Context: an optimization exercise on an open-source flow, tuned for small area, a short achievable clock period and few clock cycles per item. The choices shown serve that exercise and are no tape-out recipe. RTL that was checked went through simulation tests only; none was proved equivalent to the original.

==> build 36 <==
==> flow/design.v (excerpt) <==
module vector_mul_simple (
    input  logic               clk_i,
    input  logic               rst_ni,
    input  logic               in_valid_i,
    input  logic signed [31:0] in_a_i,
    input  logic signed [31:0] in_b_i,
    output logic               out_valid_o,
    output logic signed [63:0] out_result_o
);
clock: 8.0 ns
lec_check: 0
cap_margin: 20
core_margin: 2
core_utilization: 40
setup_slack_margin: 5
slew_margin: 20
run.sh (not shown) runs the stock make flow with config.mk's settings and CLKGATE_MAP_FILE= SYNTH_SCRIPT=/design/flow/synth_recipe.tcl, a recipe that flattens the netlist after the stock synthesis.
==> trial 29: changes against build 36 <==
Settings changed: SETUP_SLACK_MARGIN 5 to not set.
==> notes <==
In die area, build 36 and trial 29 do not differ. Against trial 29, the via count of build 36 is higher by 7.7%. Against build 36, the count of clock-buffer cells in the layout of trial 29 is lower by 1. Area after synthesis is the same in build 36 and trial 29. Between trial 29 and build 36, the lower clock skew is in build 36 (gap 0.0034 ns). Against build 36, the register-to-register slack of trial 29 is worse by 0.86 ns. In trial 29 the cell count is lower than in build 36, by about 5%. In build 36 the worst hold slack is better than in trial 29, by 0.0017 ns. Between build 36 and trial 29, the lower core utilization is in trial 29 (gap 7.9 points).
Function was not checked in any run of this note: the RTL went through the layout flow alone.

* * *

==> inputs of run B <==
vector_mul_simple, a different RTL version from the one above (not shown whole).
==> flow/config.mk <==
export PLATFORM = sky130hd
export DESIGN_NAME = vector_mul_simple
export DESIGN_NICKNAME = vector_mul_simple
export VERILOG_FILES = /design/flow/design.v
export SDC_FILE = /design/flow/constraint.sdc
export NUM_CORES = 4
export LEC_CHECK = 0
export CAP_MARGIN = 20
export CORE_MARGIN = 2
export CORE_UTILIZATION = 40
export SETUP_SLACK_MARGIN = 4.7
export SLEW_MARGIN = 20
export SYNTH_HIERARCHICAL = 1
export SYNTH_MINIMUM_KEEP_SIZE = 0
==> flow/constraint.sdc <==
create_clock -name core_clock -period 8.0 [get_ports {clk_i}]
set_input_delay 1.6000 -clock core_clock [delete_from_list [all_inputs] [get_ports {clk_i}]]
set_output_delay 1.6000 -clock core_clock [all_outputs]
set_load 0.01 [all_outputs]
==> run G (differences from run B) <==
- SETUP_SLACK_MARGIN: 4.7 -> 4.3
==> comparison table <==
metric                                                                                          run B                    run G
Result of the run                                                             complete, no violations  complete, no violations
Fin util                                                                                        0.482                    0.459
Number of clock buffers in the layout                                                              49                       47
Setup slack on the worst flop-to-flop path                                                    4.56 ns                  4.40 ns
Via count                                                                                       23600                    22700
Final period utilization                                                                        0.430                    0.450
Critical Path Start                                                                             m1540                    m1544
Clock buffer count from CTS                                                                        39                       38
Highest attainable clock frequency                                                            291 MHz                  278 MHz
Number of design-rule violations left by the first detailed-router iteration                     2894                     2542
Worst Max-Slew Pin Slew                                                                      0.726 ns                  1.06 ns
Clock network area share                                                                       0.0401                   0.0410
Post-CTS Repair Setup Buffers                                                                      22                        2
Start of the worst register-to-register path                                                    m1540                    m1544
Fin cells                                                                                        3784                     3732
Most common cell after layout, fill and taps aside                                            o22ai_1                  xnor2_1
Filler cells                                                                                     6410                     6592
Combined area of the multi-input logic cells                                               0.0228 mm2               0.0221 mm2
# diodes                                                                                            1                        0
Testbench counts of run B, summed over its fixed seeds: cycles 16,016, items 16,000.
Testbench counts of run G, summed over its fixed seeds: cycles 16,016, items 16,000.

* * *

==> run R <==
Another version of the RTL of vector_mul_simple (not shown whole).
Design vector_mul_simple, start of the top module:
module vector_mul_simple (
    input  logic               clk_i,
    input  logic               rst_ni,
    input  logic               in_valid_i,
    input  logic signed [31:0] in_a_i,
    input  logic signed [31:0] in_b_i,
    output logic               out_valid_o,
    output logic signed [63:0] out_result_o
);
export LEC_CHECK = 0
export CAP_MARGIN = 20
export CORE_MARGIN = 2
export CORE_UTILIZATION = 55
export CTS_BUF_LIST = sky130_fd_sc_hd__clkbuf_16 sky130_fd_sc_hd__clkbuf_8
export CTS_CLUSTER_DIAMETER = 80
export CTS_CLUSTER_SIZE = 30
export SLEW_MARGIN = 20
export SYNTH_HIERARCHICAL = 1
export SYNTH_MINIMUM_KEEP_SIZE = 0
create_clock -name core_clock -period 8.0 [get_ports {clk_i}]
standard.sh (not shown) runs the stock make flow with config.mk's settings and CLKGATE_MAP_FILE= SYNTH_SCRIPT=/design/flow/synth_recipe.tcl, a recipe that flattens the netlist after the stock synthesis.
==> flow/flow/run.sh <==
#!/bin/bash
# Layout flow: the standard ORFS flow (standard.sh, unchanged synthesis), except that
#  - the buffers placed on the input and output ports are sky130_fd_sc_hd__buf_1 instead of the
#    resizer's default pick (clkdlybuf4s50_1, nearly three times the area and slow),
#  - flow/downsize.tcl, run when the synthesized netlist is loaded into OpenROAD, starts the
#    a21oi cells that abc sized _2 at _1 (the resizer upsizes those that timing needs).
set -euo pipefail
export BUFFER_PORTS_ARGS="-buffer_cell sky130_fd_sc_hd__buf_1"
export SETUP_SLACK_MARGIN=5.3
export POST_SYNTH_TCL="$PWD/flow/downsize.tcl"
bash standard.sh > standard.log 2>&1
==> flow/flow/downsize.tcl <==
# Sourced by ORFS's synth_odb step (POST_SYNTH_TCL) with the synthesized netlist loaded:
# abc maps the prefix adder's AOI cells to a21oi_2; start them at a21oi_1 and let the
# resizer upsize the ones that timing needs.
set db [ord::get_db]
set small [$db findMaster sky130_fd_sc_hd__a21oi_1]
set n 0
foreach inst [[ord::get_db_block] getInsts] {
  if {[[$inst getMaster] getName] eq "sky130_fd_sc_hd__a21oi_2"} {
    $inst swapMaster $small
    incr n
  }
}
puts "downsize.tcl: a21oi_2 -> a21oi_1 on $n instances"
==> inputs of run D, as changes to run R <==
==> flow/flow/run.sh (replaced) <==
#!/bin/bash
# Layout flow: the standard ORFS flow (standard.sh, unchanged synthesis), except that
#  - the buffers placed on the input and output ports are sky130_fd_sc_hd__buf_2 instead of the
#    resizer's default pick (clkdlybuf4s50_1, twice the area and slow),
#  - flow/downsize.tcl, run when the synthesized netlist is loaded into OpenROAD, starts the
#    a21oi cells that abc sized _2 at _1 (the resizer upsizes those that timing needs).
set -euo pipefail
export BUFFER_PORTS_ARGS="-buffer_cell sky130_fd_sc_hd__buf_2"
export SETUP_SLACK_MARGIN=5.3
export POST_SYNTH_TCL="$PWD/flow/downsize.tcl"
bash standard.sh > standard.log 2>&1
Settings changed: CORE_UTILIZATION 55 to 65.
==> inputs of run K, as changes to run R <==
==> flow/flow/run.sh (replaced) <==
#!/bin/bash
# Layout flow: the standard ORFS flow (standard.sh, unchanged synthesis), except that
#  - the buffers placed on the input and output ports are sky130_fd_sc_hd__buf_2 instead of the
#    resizer's default pick (clkdlybuf4s50_1, twice the area and slow), and
set -euo pipefail
export BUFFER_PORTS_ARGS="-buffer_cell sky130_fd_sc_hd__buf_2"
export SETUP_SLACK_MARGIN=5.3
bash standard.sh > standard.log 2>&1
Settings changed: CTS_BUF_LIST sky130_fd_sc_hd__clkbuf_16 sky130_fd_sc_hd__clkbuf_8 to not set, CTS_CLUSTER_DIAMETER 80 to not set, CTS_CLUSTER_SIZE 30 to not set.
removed: flow/flow/downsize.tcl
==> qor.yml <==
finish:
  multi_input_area_sq_um: 21600
  syn_to_final_growth_pct: 8.03
  stdcell_area_sq_um: 37600
  nClkBuffers: 89
detailed_routing:
  firstDrtPassIters: 6
  wl_met2_mm: 44.2
grt:
  grt_use_total: 0.326
die:
  nWellTaps: 846
status:
  status: "finished clean"
That was run K.
==> qor.yml <==
grt:
  grt_use_total: 0.383
finish:
  multi_input_area_sq_um: 21200
  nClkBuffers: 32
  syn_to_final_growth_pct: 5.05
  stdcell_area_sq_um: 36100
status:
  status: "finished clean"
That was run D.
==> qor.yml <==
die:
  nWellTaps: 837
grt:
  grt_use_total: 0.340
detailed_routing:
  firstDrtPassIters: 6
  wl_met2_mm: 45.4
status:
  status: "finished clean"
finish:
  syn_to_final_growth_pct: 4.52
  multi_input_area_sq_um: 21200
That was run R.
Testbench counts of run R, summed over its fixed seeds: cycles 16,024, items 16,000.
Testbench counts of run D, summed over its fixed seeds: cycles 16,024, items 16,000.
Testbench counts of run K, summed over its fixed seeds: cycles 16,024, items 16,000.

==> port drivers added, routing unchanged <==
Ports are ideal in the flow. The routed layouts listed here were re-timed in OpenROAD.
Step 1 sets driving cells, clkbuf_16 on the clock port and buf_2 on the other inputs (assumed; they add their load-dependent delay and slew).
Step 2 times the ports against the registers' clock, not the clock port: input delays grow and output delays shrink by t, the midpoint of the rising clock arrivals with the driver on.
a / b / c = ideal ports / drivers / drivers and shift; a / b = the first two.
run | shift t [ns] | setup slack, ns | worst register clock-pin slew, ns | worst data-port slew with drivers (ns) | pins driven straight from the clock port
build 36 | 0.646 | 3.785 / 3.785 / 3.785 | 0.07 / 0.07 | 0.08 | 1
trial 29 | 0.641 | 2.924 / 2.924 / 2.924 | 0.07 / 0.07 | 0.13 | 1
run B | 0.627 | 4.559 / 4.559 / 4.559 | 0.07 / 0.07 | 0.07 | 1
run G | 0.625 | 4.403 / 4.403 / 4.403 | 0.07 / 0.07 | 0.08 | 1
run R | 0.648 | 5.314 / 5.249 / 5.324 | 0.11 / 0.11 | 0.07 | 1
run D | 0.700 | 5.262 / 5.199 / 5.298 | 0.11 / 0.11 | 0.06 | 1
run K | 0.697 | 5.256 / 5.192 / 5.353 | 0.06 / 0.06 | 0.05 | 1
After both steps every run listed still meets setup and hold.
